This design comes from an exercise in tuning for small area, a short achievable clock period and few clock cycles on the open sky130 flow, not from production work. No run shown here included a check of the RTL's function; only the layout flow was run. Power figures rest on the tool's default switching activity, not on a simulated workload.

<file path="design/flow/design.v">
`timescale 1ns / 1ps
module DATAPATH(Product, done, clk, multiplicand, multiplier, start, rst);
output [31:0] Product;
output reg done;
input [16:0] multiplicand;
input [16:0] multiplier;
input clk, start, rst;
wire one1 = multiplier[0] ^ 1'b0;
wire two2 = (multiplier[1] & ~multiplier[0] & ~1'b0) | (~multiplier[1] & multiplier[0] & 1'b0);
wire pp3 = ((one1 & multiplicand[0])) ^ multiplier[1];
wire pp4 = ((one1 & multiplicand[1]) | (two2 & multiplicand[0])) ^ multiplier[1];
wire pp5 = ((one1 & multiplicand[2]) | (two2 & multiplicand[1])) ^ multiplier[1];
wire pp6 = ((one1 & multiplicand[3]) | (two2 & multiplicand[2])) ^ multiplier[1];
wire pp7 = ((one1 & multiplicand[4]) | (two2 & multiplicand[3])) ^ multiplier[1];
wire pp8 = ((one1 & multiplicand[5]) | (two2 & multiplicand[4])) ^ multiplier[1];
wire pp9 = ((one1 & multiplicand[6]) | (two2 & multiplicand[5])) ^ multiplier[1];
wire pp10 = ((one1 & multiplicand[7]) | (two2 & multiplicand[6])) ^ multiplier[1];
wire pp11 = ((one1 & multiplicand[8]) | (two2 & multiplicand[7])) ^ multiplier[1];
wire pp12 = ((one1 & multiplicand[9]) | (two2 & multiplicand[8])) ^ multiplier[1];
wire pp13 = ((one1 & multiplicand[10]) | (two2 & multiplicand[9])) ^ multiplier[1];
wire pp14 = ((one1 & multiplicand[11]) | (two2 & multiplicand[10])) ^ multiplier[1];
wire pp15 = ((one1 & multiplicand[12]) | (two2 & multiplicand[11])) ^ multiplier[1];
wire pp16 = ((one1 & multiplicand[13]) | (two2 & multiplicand[12])) ^ multiplier[1];
wire pp17 = ((one1 & multiplicand[14]) | (two2 & multiplicand[13])) ^ multiplier[1];
wire pp18 = ((one1 & multiplicand[15]) | (two2 & multiplicand[14])) ^ multiplier[1];
wire pp19 = ((two2 & multiplicand[15])) ^ multiplier[1];
wire sn20 = ~multiplier[1];
wire one21 = multiplier[2] ^ multiplier[1];
wire two22 = (multiplier[3] & ~multiplier[2] & ~multiplier[1]) | (~multiplier[3] & multiplier[2] & multiplier[1]);
wire pp23 = ((one21 & multiplicand[0])) ^ multiplier[3];
wire pp24 = ((one21 & multiplicand[1]) | (two22 & multiplicand[0])) ^ multiplier[3];
wire pp25 = ((one21 & multiplicand[2]) | (two22 & multiplicand[1])) ^ multiplier[3];
wire pp26 = ((one21 & multiplicand[3]) | (two22 & multiplicand[2])) ^ multiplier[3];
wire pp27 = ((one21 & multiplicand[4]) | (two22 & multiplicand[3])) ^ multiplier[3];
wire pp28 = ((one21 & multiplicand[5]) | (two22 & multiplicand[4])) ^ multiplier[3];
wire pp29 = ((one21 & multiplicand[6]) | (two22 & multiplicand[5])) ^ multiplier[3];
wire pp30 = ((one21 & multiplicand[7]) | (two22 & multiplicand[6])) ^ multiplier[3];
wire pp31 = ((one21 & multiplicand[8]) | (two22 & multiplicand[7])) ^ multiplier[3];
wire pp32 = ((one21 & multiplicand[9]) | (two22 & multiplicand[8])) ^ multiplier[3];
wire pp33 = ((one21 & multiplicand[10]) | (two22 & multiplicand[9])) ^ multiplier[3];
wire pp34 = ((one21 & multiplicand[11]) | (two22 & multiplicand[10])) ^ multiplier[3];
wire pp35 = ((one21 & multiplicand[12]) | (two22 & multiplicand[11])) ^ multiplier[3];
wire pp36 = ((one21 & multiplicand[13]) | (two22 & multiplicand[12])) ^ multiplier[3];
wire pp37 = ((one21 & multiplicand[14]) | (two22 & multiplicand[13])) ^ multiplier[3];
wire pp38 = ((one21 & multiplicand[15]) | (two22 & multiplicand[14])) ^ multiplier[3];
wire pp39 = ((two22 & multiplicand[15])) ^ multiplier[3];
wire sn40 = ~multiplier[3];
wire one41 = multiplier[4] ^ multiplier[3];
wire two42 = (multiplier[5] & ~multiplier[4] & ~multiplier[3]) | (~multiplier[5] & multiplier[4] & multiplier[3]);
wire pp43 = ((one41 & multiplicand[0])) ^ multiplier[5];
wire pp44 = ((one41 & multiplicand[1]) | (two42 & multiplicand[0])) ^ multiplier[5];
wire pp45 = ((one41 & multiplicand[2]) | (two42 & multiplicand[1])) ^ multiplier[5];
wire pp46 = ((one41 & multiplicand[3]) | (two42 & multiplicand[2])) ^ multiplier[5];
wire pp47 = ((one41 & multiplicand[4]) | (two42 & multiplicand[3])) ^ multiplier[5];
wire pp48 = ((one41 & multiplicand[5]) | (two42 & multiplicand[4])) ^ multiplier[5];
wire pp49 = ((one41 & multiplicand[6]) | (two42 & multiplicand[5])) ^ multiplier[5];
wire pp50 = ((one41 & multiplicand[7]) | (two42 & multiplicand[6])) ^ multiplier[5];
wire pp51 = ((one41 & multiplicand[8]) | (two42 & multiplicand[7])) ^ multiplier[5];
wire pp52 = ((one41 & multiplicand[9]) | (two42 & multiplicand[8])) ^ multiplier[5];
wire pp53 = ((one41 & multiplicand[10]) | (two42 & multiplicand[9])) ^ multiplier[5];
wire pp54 = ((one41 & multiplicand[11]) | (two42 & multiplicand[10])) ^ multiplier[5];
wire pp55 = ((one41 & multiplicand[12]) | (two42 & multiplicand[11])) ^ multiplier[5];
wire pp56 = ((one41 & multiplicand[13]) | (two42 & multiplicand[12])) ^ multiplier[5];
wire pp57 = ((one41 & multiplicand[14]) | (two42 & multiplicand[13])) ^ multiplier[5];
wire pp58 = ((one41 & multiplicand[15]) | (two42 & multiplicand[14])) ^ multiplier[5];
wire pp59 = ((two42 & multiplicand[15])) ^ multiplier[5];
wire sn60 = ~multiplier[5];
wire one61 = multiplier[6] ^ multiplier[5];
wire two62 = (multiplier[7] & ~multiplier[6] & ~multiplier[5]) | (~multiplier[7] & multiplier[6] & multiplier[5]);
wire pp63 = ((one61 & multiplicand[0])) ^ multiplier[7];
wire pp64 = ((one61 & multiplicand[1]) | (two62 & multiplicand[0])) ^ multiplier[7];
wire pp65 = ((one61 & multiplicand[2]) | (two62 & multiplicand[1])) ^ multiplier[7];
wire pp66 = ((one61 & multiplicand[3]) | (two62 & multiplicand[2])) ^ multiplier[7];
wire pp67 = ((one61 & multiplicand[4]) | (two62 & multiplicand[3])) ^ multiplier[7];
wire pp68 = ((one61 & multiplicand[5]) | (two62 & multiplicand[4])) ^ multiplier[7];
wire pp69 = ((one61 & multiplicand[6]) | (two62 & multiplicand[5])) ^ multiplier[7];
wire pp70 = ((one61 & multiplicand[7]) | (two62 & multiplicand[6])) ^ multiplier[7];
wire pp71 = ((one61 & multiplicand[8]) | (two62 & multiplicand[7])) ^ multiplier[7];
wire pp72 = ((one61 & multiplicand[9]) | (two62 & multiplicand[8])) ^ multiplier[7];
wire pp73 = ((one61 & multiplicand[10]) | (two62 & multiplicand[9])) ^ multiplier[7];
wire pp74 = ((one61 & multiplicand[11]) | (two62 & multiplicand[10])) ^ multiplier[7];
wire pp75 = ((one61 & multiplicand[12]) | (two62 & multiplicand[11])) ^ multiplier[7];
wire pp76 = ((one61 & multiplicand[13]) | (two62 & multiplicand[12])) ^ multiplier[7];
wire pp77 = ((one61 & multiplicand[14]) | (two62 & multiplicand[13])) ^ multiplier[7];
wire pp78 = ((one61 & multiplicand[15]) | (two62 & multiplicand[14])) ^ multiplier[7];
wire pp79 = ((two62 & multiplicand[15])) ^ multiplier[7];
wire sn80 = ~multiplier[7];
wire one81 = multiplier[8] ^ multiplier[7];
wire two82 = (multiplier[9] & ~multiplier[8] & ~multiplier[7]) | (~multiplier[9] & multiplier[8] & multiplier[7]);
wire pp83 = ((one81 & multiplicand[0])) ^ multiplier[9];
wire pp84 = ((one81 & multiplicand[1]) | (two82 & multiplicand[0])) ^ multiplier[9];
wire pp85 = ((one81 & multiplicand[2]) | (two82 & multiplicand[1])) ^ multiplier[9];
wire pp86 = ((one81 & multiplicand[3]) | (two82 & multiplicand[2])) ^ multiplier[9];
wire pp87 = ((one81 & multiplicand[4]) | (two82 & multiplicand[3])) ^ multiplier[9];
wire pp88 = ((one81 & multiplicand[5]) | (two82 & multiplicand[4])) ^ multiplier[9];
wire pp89 = ((one81 & multiplicand[6]) | (two82 & multiplicand[5])) ^ multiplier[9];
wire pp90 = ((one81 & multiplicand[7]) | (two82 & multiplicand[6])) ^ multiplier[9];
wire pp91 = ((one81 & multiplicand[8]) | (two82 & multiplicand[7])) ^ multiplier[9];
wire pp92 = ((one81 & multiplicand[9]) | (two82 & multiplicand[8])) ^ multiplier[9];
wire pp93 = ((one81 & multiplicand[10]) | (two82 & multiplicand[9])) ^ multiplier[9];
wire pp94 = ((one81 & multiplicand[11]) | (two82 & multiplicand[10])) ^ multiplier[9];
wire pp95 = ((one81 & multiplicand[12]) | (two82 & multiplicand[11])) ^ multiplier[9];
wire pp96 = ((one81 & multiplicand[13]) | (two82 & multiplicand[12])) ^ multiplier[9];
wire pp97 = ((one81 & multiplicand[14]) | (two82 & multiplicand[13])) ^ multiplier[9];
wire pp98 = ((one81 & multiplicand[15]) | (two82 & multiplicand[14])) ^ multiplier[9];
wire pp99 = ((two82 & multiplicand[15])) ^ multiplier[9];
wire sn100 = ~multiplier[9];
wire one101 = multiplier[10] ^ multiplier[9];
wire two102 = (multiplier[11] & ~multiplier[10] & ~multiplier[9]) | (~multiplier[11] & multiplier[10] & multiplier[9]);
wire pp103 = ((one101 & multiplicand[0])) ^ multiplier[11];
wire pp104 = ((one101 & multiplicand[1]) | (two102 & multiplicand[0])) ^ multiplier[11];
wire pp105 = ((one101 & multiplicand[2]) | (two102 & multiplicand[1])) ^ multiplier[11];
wire pp106 = ((one101 & multiplicand[3]) | (two102 & multiplicand[2])) ^ multiplier[11];
wire pp107 = ((one101 & multiplicand[4]) | (two102 & multiplicand[3])) ^ multiplier[11];
wire pp108 = ((one101 & multiplicand[5]) | (two102 & multiplicand[4])) ^ multiplier[11];
wire pp109 = ((one101 & multiplicand[6]) | (two102 & multiplicand[5])) ^ multiplier[11];
wire pp110 = ((one101 & multiplicand[7]) | (two102 & multiplicand[6])) ^ multiplier[11];
wire pp111 = ((one101 & multiplicand[8]) | (two102 & multiplicand[7])) ^ multiplier[11];
wire pp112 = ((one101 & multiplicand[9]) | (two102 & multiplicand[8])) ^ multiplier[11];
wire pp113 = ((one101 & multiplicand[10]) | (two102 & multiplicand[9])) ^ multiplier[11];
wire pp114 = ((one101 & multiplicand[11]) | (two102 & multiplicand[10])) ^ multiplier[11];
wire pp115 = ((one101 & multiplicand[12]) | (two102 & multiplicand[11])) ^ multiplier[11];
wire pp116 = ((one101 & multiplicand[13]) | (two102 & multiplicand[12])) ^ multiplier[11];
wire pp117 = ((one101 & multiplicand[14]) | (two102 & multiplicand[13])) ^ multiplier[11];
wire pp118 = ((one101 & multiplicand[15]) | (two102 & multiplicand[14])) ^ multiplier[11];
wire pp119 = ((two102 & multiplicand[15])) ^ multiplier[11];
wire sn120 = ~multiplier[11];
wire one121 = multiplier[12] ^ multiplier[11];
wire two122 = (multiplier[13] & ~multiplier[12] & ~multiplier[11]) | (~multiplier[13] & multiplier[12] & multiplier[11]);
wire pp123 = ((one121 & multiplicand[0])) ^ multiplier[13];
wire pp124 = ((one121 & multiplicand[1]) | (two122 & multiplicand[0])) ^ multiplier[13];
wire pp125 = ((one121 & multiplicand[2]) | (two122 & multiplicand[1])) ^ multiplier[13];
wire pp126 = ((one121 & multiplicand[3]) | (two122 & multiplicand[2])) ^ multiplier[13];
wire pp127 = ((one121 & multiplicand[4]) | (two122 & multiplicand[3])) ^ multiplier[13];
wire pp128 = ((one121 & multiplicand[5]) | (two122 & multiplicand[4])) ^ multiplier[13];
wire pp129 = ((one121 & multiplicand[6]) | (two122 & multiplicand[5])) ^ multiplier[13];
wire pp130 = ((one121 & multiplicand[7]) | (two122 & multiplicand[6])) ^ multiplier[13];
wire pp131 = ((one121 & multiplicand[8]) | (two122 & multiplicand[7])) ^ multiplier[13];
wire pp132 = ((one121 & multiplicand[9]) | (two122 & multiplicand[8])) ^ multiplier[13];
wire pp133 = ((one121 & multiplicand[10]) | (two122 & multiplicand[9])) ^ multiplier[13];
wire pp134 = ((one121 & multiplicand[11]) | (two122 & multiplicand[10])) ^ multiplier[13];
wire pp135 = ((one121 & multiplicand[12]) | (two122 & multiplicand[11])) ^ multiplier[13];
wire pp136 = ((one121 & multiplicand[13]) | (two122 & multiplicand[12])) ^ multiplier[13];
wire pp137 = ((one121 & multiplicand[14]) | (two122 & multiplicand[13])) ^ multiplier[13];
wire pp138 = ((one121 & multiplicand[15]) | (two122 & multiplicand[14])) ^ multiplier[13];
wire pp139 = ((two122 & multiplicand[15])) ^ multiplier[13];
wire sn140 = ~multiplier[13];
wire one141 = multiplier[14] ^ multiplier[13];
wire two142 = (multiplier[15] & ~multiplier[14] & ~multiplier[13]) | (~multiplier[15] & multiplier[14] & multiplier[13]);
wire pp143 = ((one141 & multiplicand[0])) ^ multiplier[15];
wire pp144 = ((one141 & multiplicand[1]) | (two142 & multiplicand[0])) ^ multiplier[15];
wire pp145 = ((one141 & multiplicand[2]) | (two142 & multiplicand[1])) ^ multiplier[15];
wire pp146 = ((one141 & multiplicand[3]) | (two142 & multiplicand[2])) ^ multiplier[15];
wire pp147 = ((one141 & multiplicand[4]) | (two142 & multiplicand[3])) ^ multiplier[15];
wire pp148 = ((one141 & multiplicand[5]) | (two142 & multiplicand[4])) ^ multiplier[15];
wire pp149 = ((one141 & multiplicand[6]) | (two142 & multiplicand[5])) ^ multiplier[15];
wire pp150 = ((one141 & multiplicand[7]) | (two142 & multiplicand[6])) ^ multiplier[15];
wire pp151 = ((one141 & multiplicand[8]) | (two142 & multiplicand[7])) ^ multiplier[15];
wire pp152 = ((one141 & multiplicand[9]) | (two142 & multiplicand[8])) ^ multiplier[15];
wire pp153 = ((one141 & multiplicand[10]) | (two142 & multiplicand[9])) ^ multiplier[15];
wire pp154 = ((one141 & multiplicand[11]) | (two142 & multiplicand[10])) ^ multiplier[15];
wire pp155 = ((one141 & multiplicand[12]) | (two142 & multiplicand[11])) ^ multiplier[15];
wire pp156 = ((one141 & multiplicand[13]) | (two142 & multiplicand[12])) ^ multiplier[15];
wire pp157 = ((one141 & multiplicand[14]) | (two142 & multiplicand[13])) ^ multiplier[15];
wire pp158 = ((one141 & multiplicand[15]) | (two142 & multiplicand[14])) ^ multiplier[15];
wire pp159 = ((two142 & multiplicand[15])) ^ multiplier[15];
wire sn160 = ~multiplier[15];
wire pp161 = multiplicand[0] & multiplier[15];
wire pp162 = multiplicand[1] & multiplier[15];
wire pp163 = multiplicand[2] & multiplier[15];
wire pp164 = multiplicand[3] & multiplier[15];
wire pp165 = multiplicand[4] & multiplier[15];
wire pp166 = multiplicand[5] & multiplier[15];
wire pp167 = multiplicand[6] & multiplier[15];
wire pp168 = multiplicand[7] & multiplier[15];
wire pp169 = multiplicand[8] & multiplier[15];
wire pp170 = multiplicand[9] & multiplier[15];
wire pp171 = multiplicand[10] & multiplier[15];
wire pp172 = multiplicand[11] & multiplier[15];
wire pp173 = multiplicand[12] & multiplier[15];
wire pp174 = multiplicand[13] & multiplier[15];
wire pp175 = multiplicand[14] & multiplier[15];
wire pp176 = multiplicand[15] & multiplier[15];
wire s177, c178;
FA3 u_s177 (.a(multiplier[3]), .b(pp5), .c(pp23), .s(s177), .co(c178));
wire s179, c180;
HA2 u_s179 (.a(pp6), .b(pp24), .s(s179), .co(c180));
wire s181, c182;
FA3 u_s181 (.a(multiplier[5]), .b(pp7), .c(pp25), .s(s181), .co(c182));
wire s183, c184;
HA2 u_s183 (.a(pp43), .b(c180), .s(s183), .co(c184));
wire s185, c186;
FA3 u_s185 (.a(pp8), .b(pp26), .c(pp44), .s(s185), .co(c186));
wire s187, c188;
HA2 u_s187 (.a(c182), .b(c184), .s(s187), .co(c188));
wire s189, c190;
FA3 u_s189 (.a(multiplier[7]), .b(pp9), .c(pp27), .s(s189), .co(c190));
wire s191, c192;
FA3 u_s191 (.a(pp45), .b(pp63), .c(c186), .s(s191), .co(c192));
wire s193, c194;
HA2 u_s193 (.a(s189), .b(c188), .s(s193), .co(c194));
wire s195, c196;
FA3 u_s195 (.a(pp10), .b(pp28), .c(pp46), .s(s195), .co(c196));
wire s197, c198;
FA3 u_s197 (.a(pp64), .b(c190), .c(s195), .s(s197), .co(c198));
wire s199, c200;
HA2 u_s199 (.a(c192), .b(c194), .s(s199), .co(c200));
wire s201, c202;
FA3 u_s201 (.a(multiplier[9]), .b(pp11), .c(pp29), .s(s201), .co(c202));
wire s203, c204;
FA3 u_s203 (.a(pp47), .b(pp65), .c(pp83), .s(s203), .co(c204));
wire s205, c206;
FA3 u_s205 (.a(c196), .b(s201), .c(s203), .s(s205), .co(c206));
wire s207, c208;
HA2 u_s207 (.a(c198), .b(s205), .s(s207), .co(c208));
wire s209, c210;
FA3 u_s209 (.a(pp12), .b(pp30), .c(pp48), .s(s209), .co(c210));
wire s211, c212;
FA3 u_s211 (.a(pp66), .b(pp84), .c(c202), .s(s211), .co(c212));
wire s213, c214;
FA3 u_s213 (.a(c204), .b(s209), .c(c206), .s(s213), .co(c214));
wire s215, c216;
HA2 u_s215 (.a(s211), .b(c208), .s(s215), .co(c216));
wire s217, c218;
FA3 u_s217 (.a(multiplier[11]), .b(pp13), .c(pp31), .s(s217), .co(c218));
wire s219, c220;
FA3 u_s219 (.a(pp49), .b(pp67), .c(pp85), .s(s219), .co(c220));
wire s221, c222;
FA3 u_s221 (.a(pp103), .b(c210), .c(s217), .s(s221), .co(c222));
wire s223, c224;
FA3 u_s223 (.a(s219), .b(c212), .c(s221), .s(s223), .co(c224));
wire s225, c226;
HA2 u_s225 (.a(c214), .b(c216), .s(s225), .co(c226));
wire s227, c228;
FA3 u_s227 (.a(pp14), .b(pp32), .c(pp50), .s(s227), .co(c228));
wire s229, c230;
FA3 u_s229 (.a(pp68), .b(pp86), .c(pp104), .s(s229), .co(c230));
wire s231, c232;
FA3 u_s231 (.a(c218), .b(c220), .c(s227), .s(s231), .co(c232));
wire s233, c234;
FA3 u_s233 (.a(s229), .b(c222), .c(s231), .s(s233), .co(c234));
wire s235, c236;
HA2 u_s235 (.a(c224), .b(s233), .s(s235), .co(c236));
wire s237, c238;
FA3 u_s237 (.a(multiplier[13]), .b(pp15), .c(pp33), .s(s237), .co(c238));
wire s239, c240;
FA3 u_s239 (.a(pp51), .b(pp69), .c(pp87), .s(s239), .co(c240));
wire s241, c242;
FA3 u_s241 (.a(pp105), .b(pp123), .c(c228), .s(s241), .co(c242));
wire s243, c244;
FA3 u_s243 (.a(c230), .b(s237), .c(s239), .s(s243), .co(c244));
wire s245, c246;
FA3 u_s245 (.a(c232), .b(s241), .c(s243), .s(s245), .co(c246));
wire s247, c248;
HA2 u_s247 (.a(c234), .b(s245), .s(s247), .co(c248));
wire s249, c250;
FA3 u_s249 (.a(pp16), .b(pp34), .c(pp52), .s(s249), .co(c250));
wire s251, c252;
FA3 u_s251 (.a(pp70), .b(pp88), .c(pp106), .s(s251), .co(c252));
wire s253, c254;
FA3 u_s253 (.a(pp124), .b(c238), .c(c240), .s(s253), .co(c254));
wire s255, c256;
FA3 u_s255 (.a(s249), .b(s251), .c(c242), .s(s255), .co(c256));
wire s257, c258;
FA3 u_s257 (.a(c244), .b(s253), .c(s255), .s(s257), .co(c258));
wire s259, c260;
HA2 u_s259 (.a(c246), .b(c248), .s(s259), .co(c260));
wire s261, c262;
FA3 u_s261 (.a(multiplier[15]), .b(pp17), .c(pp35), .s(s261), .co(c262));
wire s263, c264;
FA3 u_s263 (.a(pp53), .b(pp71), .c(pp89), .s(s263), .co(c264));
wire s265, c266;
FA3 u_s265 (.a(pp107), .b(pp125), .c(pp143), .s(s265), .co(c266));
wire s267, c268;
FA3 u_s267 (.a(c250), .b(c252), .c(s261), .s(s267), .co(c268));
wire s269, c270;
FA3 u_s269 (.a(s263), .b(s265), .c(c254), .s(s269), .co(c270));
wire s271, c272;
FA3 u_s271 (.a(s267), .b(c256), .c(s269), .s(s271), .co(c272));
wire s273, c274;
HA2 u_s273 (.a(c258), .b(s271), .s(s273), .co(c274));
wire s275, c276;
FA3 u_s275 (.a(pp18), .b(pp36), .c(pp54), .s(s275), .co(c276));
wire s277, c278;
FA3 u_s277 (.a(pp72), .b(pp90), .c(pp108), .s(s277), .co(c278));
wire s279, c280;
FA3 u_s279 (.a(pp126), .b(pp144), .c(c262), .s(s279), .co(c280));
wire s281, c282;
FA3 u_s281 (.a(c264), .b(c266), .c(s275), .s(s281), .co(c282));
wire s283, c284;
FA3 u_s283 (.a(s277), .b(c268), .c(s279), .s(s283), .co(c284));
wire s285, c286;
FA3 u_s285 (.a(s281), .b(c270), .c(s283), .s(s285), .co(c286));
wire s287, c288;
HA2 u_s287 (.a(c272), .b(s285), .s(s287), .co(c288));
wire s289, c290;
FA3 u_s289 (.a(pp161), .b(pp19), .c(pp37), .s(s289), .co(c290));
wire s291, c292;
FA3 u_s291 (.a(pp55), .b(pp73), .c(pp91), .s(s291), .co(c292));
wire s293, c294;
FA3 u_s293 (.a(pp109), .b(pp127), .c(pp145), .s(s293), .co(c294));
wire s295, c296;
FA3 u_s295 (.a(c276), .b(c278), .c(s289), .s(s295), .co(c296));
wire s297, c298;
FA3 u_s297 (.a(s291), .b(s293), .c(c280), .s(s297), .co(c298));
wire s299, c300;
FA3 u_s299 (.a(c282), .b(s295), .c(s297), .s(s299), .co(c300));
wire s301, c302;
FA3 u_s301 (.a(c284), .b(s299), .c(c286), .s(s301), .co(c302));
wire s303 = ~(sn20 ^ pp162);
wire c304 = sn20 | pp162;
wire s305, c306;
FA3 u_s305 (.a(pp38), .b(pp56), .c(pp74), .s(s305), .co(c306));
wire s307, c308;
FA3 u_s307 (.a(pp92), .b(pp110), .c(pp128), .s(s307), .co(c308));
wire s309, c310;
FA3 u_s309 (.a(pp146), .b(s303), .c(c290), .s(s309), .co(c310));
wire s311, c312;
FA3 u_s311 (.a(c292), .b(c294), .c(s305), .s(s311), .co(c312));
wire s313, c314;
FA3 u_s313 (.a(s307), .b(c296), .c(s309), .s(s313), .co(c314));
wire s315, c316;
FA3 u_s315 (.a(s311), .b(c298), .c(s313), .s(s315), .co(c316));
wire s317, c318;
HA2 u_s317 (.a(c300), .b(s315), .s(s317), .co(c318));
wire s319 = ~(pp163 ^ pp39);
wire c320 = pp163 | pp39;
wire s321, c322;
FA3 u_s321 (.a(pp57), .b(pp75), .c(pp93), .s(s321), .co(c322));
wire s323, c324;
FA3 u_s323 (.a(pp111), .b(pp129), .c(pp147), .s(s323), .co(c324));
wire s325, c326;
FA3 u_s325 (.a(c304), .b(c306), .c(c308), .s(s325), .co(c326));
wire s327, c328;
FA3 u_s327 (.a(s319), .b(s321), .c(s323), .s(s327), .co(c328));
wire s329, c330;
FA3 u_s329 (.a(c310), .b(c312), .c(s325), .s(s329), .co(c330));
wire s331, c332;
FA3 u_s331 (.a(s327), .b(c314), .c(s329), .s(s331), .co(c332));
wire s333, c334;
HA2 u_s333 (.a(c316), .b(s331), .s(s333), .co(c334));
wire s335, c336;
FA3 u_s335 (.a(sn40), .b(pp164), .c(pp58), .s(s335), .co(c336));
wire s337, c338;
FA3 u_s337 (.a(pp76), .b(pp94), .c(pp112), .s(s337), .co(c338));
wire s339, c340;
FA3 u_s339 (.a(pp130), .b(pp148), .c(c320), .s(s339), .co(c340));
wire s341, c342;
FA3 u_s341 (.a(c322), .b(c324), .c(s335), .s(s341), .co(c342));
wire s343, c344;
FA3 u_s343 (.a(s337), .b(c326), .c(c328), .s(s343), .co(c344));
wire s345, c346;
FA3 u_s345 (.a(s339), .b(s341), .c(c330), .s(s345), .co(c346));
wire s347, c348;
FA3 u_s347 (.a(s343), .b(c332), .c(s345), .s(s347), .co(c348));
wire s349 = ~(pp165 ^ pp59);
wire c350 = pp165 | pp59;
wire s351, c352;
FA3 u_s351 (.a(pp77), .b(pp95), .c(pp113), .s(s351), .co(c352));
wire s353, c354;
FA3 u_s353 (.a(pp131), .b(pp149), .c(c336), .s(s353), .co(c354));
wire s355, c356;
FA3 u_s355 (.a(c338), .b(s349), .c(s351), .s(s355), .co(c356));
wire s357, c358;
FA3 u_s357 (.a(c340), .b(c342), .c(s353), .s(s357), .co(c358));
wire s359, c360;
FA3 u_s359 (.a(s355), .b(c344), .c(s357), .s(s359), .co(c360));
wire s361, c362;
HA2 u_s361 (.a(c346), .b(s359), .s(s361), .co(c362));
wire s363, c364;
FA3 u_s363 (.a(sn60), .b(pp166), .c(pp78), .s(s363), .co(c364));
wire s365, c366;
FA3 u_s365 (.a(pp96), .b(pp114), .c(pp132), .s(s365), .co(c366));
wire s367, c368;
FA3 u_s367 (.a(pp150), .b(c350), .c(c352), .s(s367), .co(c368));
wire s369, c370;
FA3 u_s369 (.a(s363), .b(s365), .c(c354), .s(s369), .co(c370));
wire s371, c372;
FA3 u_s371 (.a(c356), .b(s367), .c(s369), .s(s371), .co(c372));
wire s373, c374;
FA3 u_s373 (.a(c358), .b(s371), .c(c360), .s(s373), .co(c374));
wire s375 = ~(pp167 ^ pp79);
wire c376 = pp167 | pp79;
wire s377, c378;
FA3 u_s377 (.a(pp97), .b(pp115), .c(pp133), .s(s377), .co(c378));
wire s379, c380;
FA3 u_s379 (.a(pp151), .b(c364), .c(c366), .s(s379), .co(c380));
wire s381, c382;
FA3 u_s381 (.a(s375), .b(s377), .c(c368), .s(s381), .co(c382));
wire s383, c384;
FA3 u_s383 (.a(s379), .b(c370), .c(s381), .s(s383), .co(c384));
wire s385, c386;
HA2 u_s385 (.a(c372), .b(s383), .s(s385), .co(c386));
wire s387, c388;
FA3 u_s387 (.a(sn80), .b(pp168), .c(pp98), .s(s387), .co(c388));
wire s389, c390;
FA3 u_s389 (.a(pp116), .b(pp134), .c(pp152), .s(s389), .co(c390));
wire s391, c392;
FA3 u_s391 (.a(c376), .b(c378), .c(s387), .s(s391), .co(c392));
wire s393, c394;
FA3 u_s393 (.a(s389), .b(c380), .c(s391), .s(s393), .co(c394));
wire s395, c396;
FA3 u_s395 (.a(c382), .b(s393), .c(c384), .s(s395), .co(c396));
wire s397 = ~(pp169 ^ pp99);
wire c398 = pp169 | pp99;
wire s399, c400;
FA3 u_s399 (.a(pp117), .b(pp135), .c(pp153), .s(s399), .co(c400));
wire s401, c402;
FA3 u_s401 (.a(c388), .b(c390), .c(s397), .s(s401), .co(c402));
wire s403, c404;
FA3 u_s403 (.a(s399), .b(c392), .c(s401), .s(s403), .co(c404));
wire s405, c406;
HA2 u_s405 (.a(c394), .b(s403), .s(s405), .co(c406));
wire s407, c408;
FA3 u_s407 (.a(sn100), .b(pp170), .c(pp118), .s(s407), .co(c408));
wire s409, c410;
FA3 u_s409 (.a(pp136), .b(pp154), .c(c398), .s(s409), .co(c410));
wire s411, c412;
FA3 u_s411 (.a(c400), .b(s407), .c(c402), .s(s411), .co(c412));
wire s413, c414;
FA3 u_s413 (.a(s409), .b(c404), .c(s411), .s(s413), .co(c414));
wire s415 = ~(pp171 ^ pp119);
wire c416 = pp171 | pp119;
wire s417, c418;
FA3 u_s417 (.a(pp137), .b(pp155), .c(c408), .s(s417), .co(c418));
wire s419, c420;
FA3 u_s419 (.a(s415), .b(c410), .c(s417), .s(s419), .co(c420));
wire s421, c422;
HA2 u_s421 (.a(c412), .b(s419), .s(s421), .co(c422));
wire s423, c424;
FA3 u_s423 (.a(sn120), .b(pp172), .c(pp138), .s(s423), .co(c424));
wire s425, c426;
FA3 u_s425 (.a(pp156), .b(c416), .c(s423), .s(s425), .co(c426));
wire s427, c428;
FA3 u_s427 (.a(c418), .b(s425), .c(c420), .s(s427), .co(c428));
wire s429 = ~(pp173 ^ pp139);
wire c430 = pp173 | pp139;
wire s431, c432;
FA3 u_s431 (.a(pp157), .b(c424), .c(s429), .s(s431), .co(c432));
wire s433, c434;
HA2 u_s433 (.a(c426), .b(s431), .s(s433), .co(c434));
wire s435, c436;
FA3 u_s435 (.a(sn140), .b(pp174), .c(pp158), .s(s435), .co(c436));
wire s437, c438;
FA3 u_s437 (.a(c430), .b(s435), .c(c432), .s(s437), .co(c438));
wire s439 = ~(pp175 ^ pp159);
wire c440 = pp175 | pp159;
wire s441, c442;
HA2 u_s441 (.a(c436), .b(s439), .s(s441), .co(c442));
wire s443, c444;
FA3 u_s443 (.a(sn160), .b(pp176), .c(c440), .s(s443), .co(c444));
wire [31:0] row_s = {c442, s441, c434, s433, c422, s421, c406, s405, c386, s385, c362, s361, c334, c318, s317, c288, c274, c260, s257, c236, c226, s223, s213, c200, s197, s191, s185, s181, s179, s177, pp4, multiplier[1]};
wire [31:0] row_c = {s443, c438, s437, c428, s427, c414, s413, c396, s395, c374, s373, c348, s347, s333, c302, s301, s287, s273, s259, s247, s235, s225, s215, s207, s199, s193, s187, s183, c178, 1'b0, 1'b0, pp3};
reg [31:0] acc_s, acc_c;
always @(posedge clk)
 if (start) begin
  acc_s <= row_s;
  acc_c <= row_c;
 end
assign Product = acc_s + acc_c;
always @(posedge clk)
 if (rst)
  done <= 1'b0;
 else
  done <= start;
endmodule
module FA3(a, b, c, s, co);
input a, b, c;
output s, co;
assign s = a ^ b ^ c;
assign co = (a & b) | (a & c) | (b & c);
endmodule
module HA2(a, b, s, co);
input a, b;
output s, co;
assign s = a ^ b;
assign co = a & b;
endmodule
</file>
<file path="design/flow/run.sh">
#!/bin/bash
# synth_recipe.tcl (not shown) runs the flow's synth.tcl, then flattens the netlist and writes it again
# the make line also repeats each setting of config.mk as NAME=value (left out here)
make -C /OpenROAD-flow-scripts/flow DESIGN_CONFIG=/design/flow/config.mk WORK_HOME=/design/flow/orfs CLKGATE_MAP_FILE= SYNTH_SCRIPT=/design/flow/synth_recipe.tcl finish
</file>
<file path="design/flow/config.mk">
export PLATFORM = sky130hd
export DESIGN_NAME = DATAPATH
export DESIGN_NICKNAME = DATAPATH
export VERILOG_FILES = /design/flow/design.v
export SDC_FILE = /design/flow/constraint.sdc
export NUM_CORES = 4
export LEC_CHECK = 0
export ABC_AREA = 1
export CAP_MARGIN = 20
export CORE_MARGIN = 2
export CORE_UTILIZATION = 60
export SLEW_MARGIN = 20
export SYNTH_HIERARCHICAL = 1
export SYNTH_MINIMUM_KEEP_SIZE = 0
</file>
<file path="design/flow/constraint.sdc">
create_clock -name core_clock -period 4.0 [get_ports {clk}]
set_input_delay 0.8000 -clock core_clock [delete_from_list [all_inputs] [get_ports {clk}]]
set_output_delay 0.8000 -clock core_clock [all_outputs]
set_load 0.01 [all_outputs]
</file>
==> results.sh, run 1 <==
export IMPL_period_share_pct=98.4
export IMPL_fin_cells=1472
export IMPL_syn_to_final_growth_pct=22.0
export IMPL_cp_required_ns=4.07
export IMPL_yosys_warnings=7
export IMPL_place_inst=1440
export IMPL_clkTransAtPathRegs_ns=0.05
export IMPL_critPathCaptureType="register"
export IMPL_core_sq_um=16000
export IMPL_synth_area_leaders="fa_1 21%, edfxtp_1 19%, xor2_1 13%"
export IMPL_power_leakage_nw=5.69
export IMPL_peakVddDrop_mv=0.609
export IMPL_cts_sinks=63
export IMPL_cts_root_buf="clkbuf_16"
export IMPL_hp_class="in -> reg"
export IMPL_start_kind="primary input"
export IMPL_rsz0062_at_grt="true"
export IMPL_whs_ns=0.994
export IMPL_setup_violations=0
export IMPL_tightestPinTransition_ns=0.889
export IMPL_slew_headroom_pct=40.7
export IMPL_place_gp_congestion=0.930
export IMPL_hold_viol=0
export IMPL_cp_max_fo=7
export IMPL_grt_max_degree=44
export IMPL_die_x_um=132
export IMPL_netlist_instances=1103
export IMPL_ant_nets=0
export IMPL_drt_vias_per_instance=5.41
export IMPL_pin_count=70
export IMPL_gr_usage_all_layers_pct=29.0
export IMPL_htreeDepth=3
export IMPL_wl_um=25000
export IMPL_hpwl_um=20400
export IMPL_path_class="in -> reg"
export IMPL_wl_per_cell_um=17.0
export IMPL_cts_tree="done"
export IMPL_dr_pass1_iters=5
export IMPL_synth_nets=1304
export IMPL_fillCellCount=1283
export IMPL_layout_drive_gt1_share_pct=24.6
export IMPL_p_per_area_nw_per_um2=691
export IMPL_worstPathArrival_ns=4.00
export IMPL_synth_top_area_cell="fa_1"
export IMPL_fp_dieH_um=132
export IMPL_cts_buffers=9
export IMPL_synth_top_area_share_pct=21.3
export IMPL_timing_fmax_mhz=254
export IMPL_maxSlewViolCount=0
export IMPL_io_buffer_count=67
export IMPL_netlist_area_sq_um=9860
export IMPL_nets=1452
export IMPL_die_area_sq_um=17500
export IMPL_globalRouteOverflowTotal=0
export IMPL_diodes=0
export IMPL_cts_buffer_depth=2
export IMPL_ys_seq_elements=63
export IMPL_antenna_found_initial=0
export IMPL_min_period_ns=3.94
export IMPL_status="timing/DRC/antenna clean"
export IMPL_rows=46
export IMPL_ys_types=33
export IMPL_seq_area_frac_synth_pct=19.1
export IMPL_syn_avg_cell_area_sq_um=8.94
export IMPL_maxCapViolCount=0
export IMPL_grt_pass1_wl_um=39800
export IMPL_vias=7961
export IMPL_cts_hold_buf=0
export IMPL_drtIter0Drc=530
export IMPL_grt_pass1_vias=7785
export IMPL_drc=0
export IMPL_start_util_pct=61.6
[placed cells by master (no fill, tap or decap), types with 9 or more instances in the layout]
cell type,Yosys,final
nand2_1,251,247
nand3_1,24,24
inv_1,156,146
buf_12,0,9
nor2_1,49,49
inv_2,6,11
a21oi_1,22,22
clkdlybuf4s50_1,0,48
fa_1,105,77
edfxtp_1,62,62
buf_4,13,106
o22ai_1,50,41
o21ai_0,9,9
ha_1,59,59
xor2_1,144,137
o22ai_2,70,77
clkbuf_16,0,9
fa_2,0,28
[modules after synthesis (local to each module, per instance)]
module | cells | copies in the design
DATAPATH | 977 | 1
FA3 | 1 | 105
HA2 | 1 | 21
[flip-flops by register name, indices dropped and copies added, names as in the netlist]
signal  flops
done        1
acc_c      30
acc_s      32
[final timing paths]
kind / startpoint / end / slack (ns) / cells after the start
max: multiplicand[10] / acc_c[19] / 0.06 / 9
min: multiplier[0] / acc_c[0] / 0.99 / 3
[worst max-delay path, cell delays in order]
cell and delay [ns]:
clkdlybuf4s50_1 0.48, inv_2 0.21, o22ai_2 0.13, xor2_2 0.16, fa_2 0.38, fa_1 0.55
fa_2 0.46, fa_2 0.40, fa_1 0.44
[metrics by stage]
step	utilization [%]	TNS, ns	total power, W	setup slack, ns	cell area [sq um]
after floorplan	-	0	0.00520	0.00132	9860
after global placement	70.8	-15.32	0.00723	-0.678	11300
after detailed placement	70.8	-16.82	0.00743	-0.718	11300
after CTS	73.6	-0.0597	0.00828	-0.0279	11800
after global routing	75.2	-0.0504	0.00921	-0.0411	12000
final	75.2	0	0.00831	0.0641	12000
[repair_timing]
action	in CTS	in global routing
setup endpoints to repair	26	17
resized for setup	46	70
pin swaps	17	21
buffers inserted	8	8
[report_power, final]
part           internal [W]  switching (W)
Clock              0.000478       0.000265
Combinational       0.00280        0.00342
Sequential          0.00126      0.0000942
[synth_stat cells]
cell / instances
a21o_1: 1
inv_1: 156
buf_4: 13
edfxtp_1: 62
buf_2: 26
a21oi_1: 22
nor3_1: 1
nor4_1: 1
and2_0: 1
dfxtp_1: 1
nor2_4: 1
o21ai_0: 9
o22ai_2: 70
buf_1: 1
or2_1: 1
inv_2: 6
nand2_2: 9
nor2_1: 49
clkbuf_1: 3
xnor2_1: 1
nand2_1: 251
nand4_1: 5
ha_1: 59
o21ai_2: 1
xor2_1: 144
fa_1: 105
nand3_1: 24
o21bai_1: 2
buf_6: 8
a21oi_4: 6
nor2_2: 13
o22ai_1: 50
clkinv_1: 1
[layout make-up]
cell class / count / area [sq um] / share of cell area (%)
clock buffer: 10 / 229 / 1.90
inverter: 163 / 627 / 5.21
multi-input combinational: 826 / 7290 / 60.6
tap: 216 / 270 / 2.25
sequential: 63 / 1880 / 15.6
clock inverter: 6 / 61.3 / 0.510
timing repair buffer: 188 / 1670 / 13.9
[layer usage]
| metal | up-vias | GRT usage (%) | routed length (um) | part of all wire [%] |
|---|---|---|---|---|
| met1 | 3814 | 41.5 | 11400 | 46 |
| met3 | 31 | 3.19 | 1460 | 5.8 |
| met5 | - | 0 | 0 | 0 |
| li1 | 3853 | - | - | - |
| met2 | 263 | 46.8 | 11700 | 47 |
| met4 | 0 | 8.84 | 431 | 1.7 |
[kinds of logic (layout without fill, tap and decap cells)]
family | count (synthesis) | after routing | synth area share (%)
compound gates | 161 | 161 | 14.9
xor+xnor | 145 | 145 | 12.9
fa+ha+maj | 164 | 164 | 28.8
buf+inv | 214 | 367 | 9.58
flops | 63 | 63 | 19.1
simple gates | 356 | 356 | 14.7
==> inputs of run 2 (changes only) <==
==> design/flow/flow/run.sh (new file) <==
#!/bin/bash
# Standard layout, with plain buffers (instead of delay buffers) on the ports.
set -euo pipefail
export BUFFER_PORTS_ARGS="-buffer_cell sky130_fd_sc_hd__buf_2"
bash standard.sh > standard.log 2>&1
==> design/flow/standard.sh (new file) <==
#!/bin/bash
# synth_recipe.tcl (not shown) runs the flow's synth.tcl, then flattens the netlist and writes it again
# the make line also repeats each setting of config.mk as NAME=value (left out here)
make -C /OpenROAD-flow-scripts/flow DESIGN_CONFIG=/design/flow/config.mk WORK_HOME=/design/flow/orfs CLKGATE_MAP_FILE= SYNTH_SCRIPT=/design/flow/synth_recipe.tcl "${@:-finish}"
removed: design/flow/run.sh
==> results.sh, run 2 <==
export IMPL_fin_ws_ns=0.0850
export IMPL_grt_max_degree=37
export IMPL_htreeDepth=3
export IMPL_core_sq_um=16000
export IMPL_pwr_share_clk_pct=10.0
export IMPL_clkTransAtPathRegs_ns=0.05
export IMPL_dr_pass1_iters=5
export IMPL_drtIter0Drc=581
export IMPL_comb_power_share_pct=72.5
export IMPL_diodes=0
export IMPL_status="timing/DRC/antenna clean"
export IMPL_final_common_cell="nand2_1"
export IMPL_io_buffer_count=67
export IMPL_globalRouteOverflowTotal=0
export IMPL_cp_required_ns=4.06
export IMPL_syn_to_final_growth_pct=14.9
export IMPL_cts_sinks=63
export IMPL_netlist_area_sq_um=9860
export IMPL_drt_vias_per_instance=5.39
export IMPL_synth_edf_count=62
export IMPL_grt_pass1_wl_um=39100
export IMPL_period_share_pct=97.9
export IMPL_power_switching_w=0.00368
export IMPL_fillCellCount=1353
export IMPL_synth_top_area_share_pct=21.3
export IMPL_start_util_pct=61.6
export IMPL_synth_nets=1304
export IMPL_die_x_um=132
export IMPL_preCtsSetupSlack_ns=-0.276
export IMPL_power_leakage_nw=5.54
export IMPL_holdPathStages=2
export IMPL_synth_area_leaders="fa_1 21%, edfxtp_1 19%, xor2_1 13%"
export IMPL_grt_pass1_vias=7569
export IMPL_wl_um=23800
export IMPL_synth_adder_area_share_pct=28.8
export IMPL_antenna_found_initial=0
export IMPL_synthArstFlopShare_pct=0
export IMPL_ys_types=33
export IMPL_p_sw_share_pct=47.7
export IMPL_drc=0
export IMPL_maxCapViolCount=0
export IMPL_timing_fmax_mhz=255
export IMPL_gr_usage_all_layers_pct=28.2
export IMPL_nets=1430
export IMPL_top_register="acc_s"
export IMPL_synth_top_area_cell="fa_1"
export IMPL_ant_nets=0
export IMPL_ys_seq_elements=63
export IMPL_path_class="in -> reg"
export IMPL_place_gp_congestion=0.947
export IMPL_intPower_w=0.00405
export IMPL_tightestPinTransition_ns=0.583
export IMPL_synth_simple_area_share_pct=14.7
export IMPL_wl_per_cell_um=16.4
export IMPL_worstPathArrival_ns=3.97
export IMPL_rows=46
export IMPL_critPathCaptureType="register"
export IMPL_fin_setup_tns_ns=0
export IMPL_fp_dieH_um=132
export IMPL_largest_register_ffs=32
export IMPL_synth_most_common_cell="nand2_1"
export IMPL_synth_compound_area_share_pct=14.9
export IMPL_netlist_instances=1103
export IMPL_die_area_sq_um=17500
export IMPL_hpwl_um=19900
export IMPL_hp_class="in -> reg"
export IMPL_synth_flop_cell="edfxtp_1"
export IMPL_vias=7809
export IMPL_slew_headroom_pct=61.2
export IMPL_cts_buffers=9
export IMPL_cts_root_buf="clkbuf_16"
export IMPL_cts_buffer_depth=2
export IMPL_hold_viol=0
export IMPL_layout_common_cells="251 x nand2_1, 156 x inv_1, 144 x xor2_1"
export IMPL_p_seq_share_pct=17.4
export IMPL_syn_avg_cell_area_sq_um=8.94
export IMPL_post_synth_mux_area_share_pct=0
export IMPL_min_period_ns=3.91
export IMPL_setup_violations=0
export IMPL_pin_count=70
export IMPL_maxSlewViolCount=0
export IMPL_p_per_area_nw_per_um2=682
export IMPL_yosys_top_cells_count="251 x nand2_1, 156 x inv_1, 144 x xor2_1"
export IMPL_synth_top_family_by_area="adder cells"
export IMPL_rsz0062_at_grt="true"
export IMPL_cp_max_fo=6
export IMPL_start_kind="primary input"
export IMPL_yosys_warnings=7
export IMPL_postCtsSetupBuffers=0
export IMPL_largestRegisters="acc_s: 32 flops, acc_c: 30 flops, done: 1 flops"
export IMPL_cts_tree="done"
export IMPL_synth_xor_area_share_pct=12.9
export IMPL_seq_area_frac_synth_pct=19.1
export IMPL_peakVddDrop_mv=0.626
export IMPL_layout_drive_gt1_share_pct=23.8
## run 2: cell types whose count changed in the layout (fill, tap and decap cells not counted), sizes merged, moves of 2 or more
| cell | before | now |
|---|---|---|
| clkdlybuf4s50 | 48 | 0 |
| buf | 124 | 166 |
| dlygate4sd2 | 5 | 0 |
| clkbuf | 16 | 12 |
| dlymetal6s2s | 4 | 0 |
| clkinv | 4 | 2 |
## run 2: layer usage
layer / track usage [%] / vias up / share of wire (%)
li1: - / 3818 / -
met1: 41.0 / 3698 / 47
met2: 45.1 / 264 / 46
met3: 3.54 / 29 / 5.8
met4: 7.23 / 0 / 1.8
met5: 0 / - / 0
## run 2: final timing paths
check | start | end | slack [ns]
setup / recovery | multiplier[3] | acc_c[19] | 0.09
hold / removal | rst | done | 0.62
## run 2: per-stage QoR
step / cells / instance area (sq um) / power, W / utilization (%) / hold slack, ns
global route: 1450 / 11300 / 0.00861 / 70.8 / 0.621
CTS: 1450 / 11300 / 0.00775 / 70.6 / 0.609
detailed placement: 1434 / 11000 / 0.00691 / 68.7 / 0.962
global placement: 1434 / 11000 / 0.00678 / 68.7 / 0.956
floorplan: 1103 / 9860 / 0.00520 / - / 0.871
finish: 1450 / 11300 / 0.00773 / 70.8 / 0.624
## run 2: critical path: stages
cell,delay [ns]
buf_2,0.13
buf_4,0.16
nor2_2,0.17
a21oi_4,0.07
o22ai_1,0.16
xor2_1,0.24
fa_2,0.48
fa_2,0.38
fa_1,0.43
fa_1,0.52
fa_1,0.42
## run 2: area by class of cell
| cell class | instances | area [sq um] | share of cell area [%] |
|---|---|---|---|
| inverters | 163 | 612 | 5.40 |
| multi-input cells | 826 | 7060 | 62.3 |
| clock buffers | 12 | 256 | 2.26 |
| flip-flops and latches | 63 | 1880 | 16.6 |
| clock inverters | 4 | 53.8 | 0.475 |
| well taps | 216 | 270 | 2.38 |
| repair buffers | 166 | 1200 | 10.6 |
## run 2: modules after synthesis, one instance, submodules excluded
module | flops+latches | times used | area, sq um
HA2 | 0 | 21 | 12.5
DATAPATH | 63 | 1 | 7490
FA3 | 0 | 105 | 20.0
## run 2: cell families after synthesis
family | after synthesis
xor gates and xnor gates | 145
buffers and inverters | 214
AOI/OAI and AO/OA | 161
adders and majority gates | 164
and+or+nand+nor | 356
DFF | 63
## run 2: power by group through the flow
stage | clock network, W | registers (W) | logic (W)
2_1_floorplan | 0 | 0.00133 | 0.00387
3_3_place_gp | 0 | 0.00135 | 0.00543
3_5_place_dp | 0 | 0.00136 | 0.00555
4_1_cts | 0.000796 | 0.00135 | 0.00560
5_1_grt | 0.000818 | 0.00138 | 0.00642
6_report | 0.000775 | 0.00135 | 0.00561
## run 2: timing repair
item | 4_1_cts | 5_1_grt
gates resized for setup | 0 | 10
hold buffers | 0 | 0
setup endpoints to repair | 0 | 5

-- separate check: timing with driven ports --
The flow's constraints put no driver on any port. The routed layouts listed below were extracted and timed again, unchanged, in two steps. Step 1 (the two cells are an assumption about what drives the block):
set clk [get_ports {clk}]
set_driving_cell -lib_cell sky130_fd_sc_hd__clkbuf_16 $clk
set_driving_cell -lib_cell sky130_fd_sc_hd__buf_2 [delete_from_list [all_inputs] $clk]
Step 2, shift: input delay + t, output delay - t, t = (earliest + latest rising clock arrival at the registers) / 2. This alone moves slack from input paths to output paths. Slacks: ideal ports / drivers / drivers and shift; pairs: ideal ports / drivers.
run | t, ns | setup slack, ns | slew at the worst register clock pin (ns)
run 1 | 0.362 | 0.064 / 0.078 / -0.284 | 0.05 / 0.05
run 2 | 0.358 | 0.085 / 0.103 / -0.256 | 0.05 / 0.05
With both steps, setup timing fails in run 1 and run 2, where it was met with ideal ports. The setup slack of run 1, which loses most, moves by +0.014 ns with the drivers and by -0.348 ns with both steps.
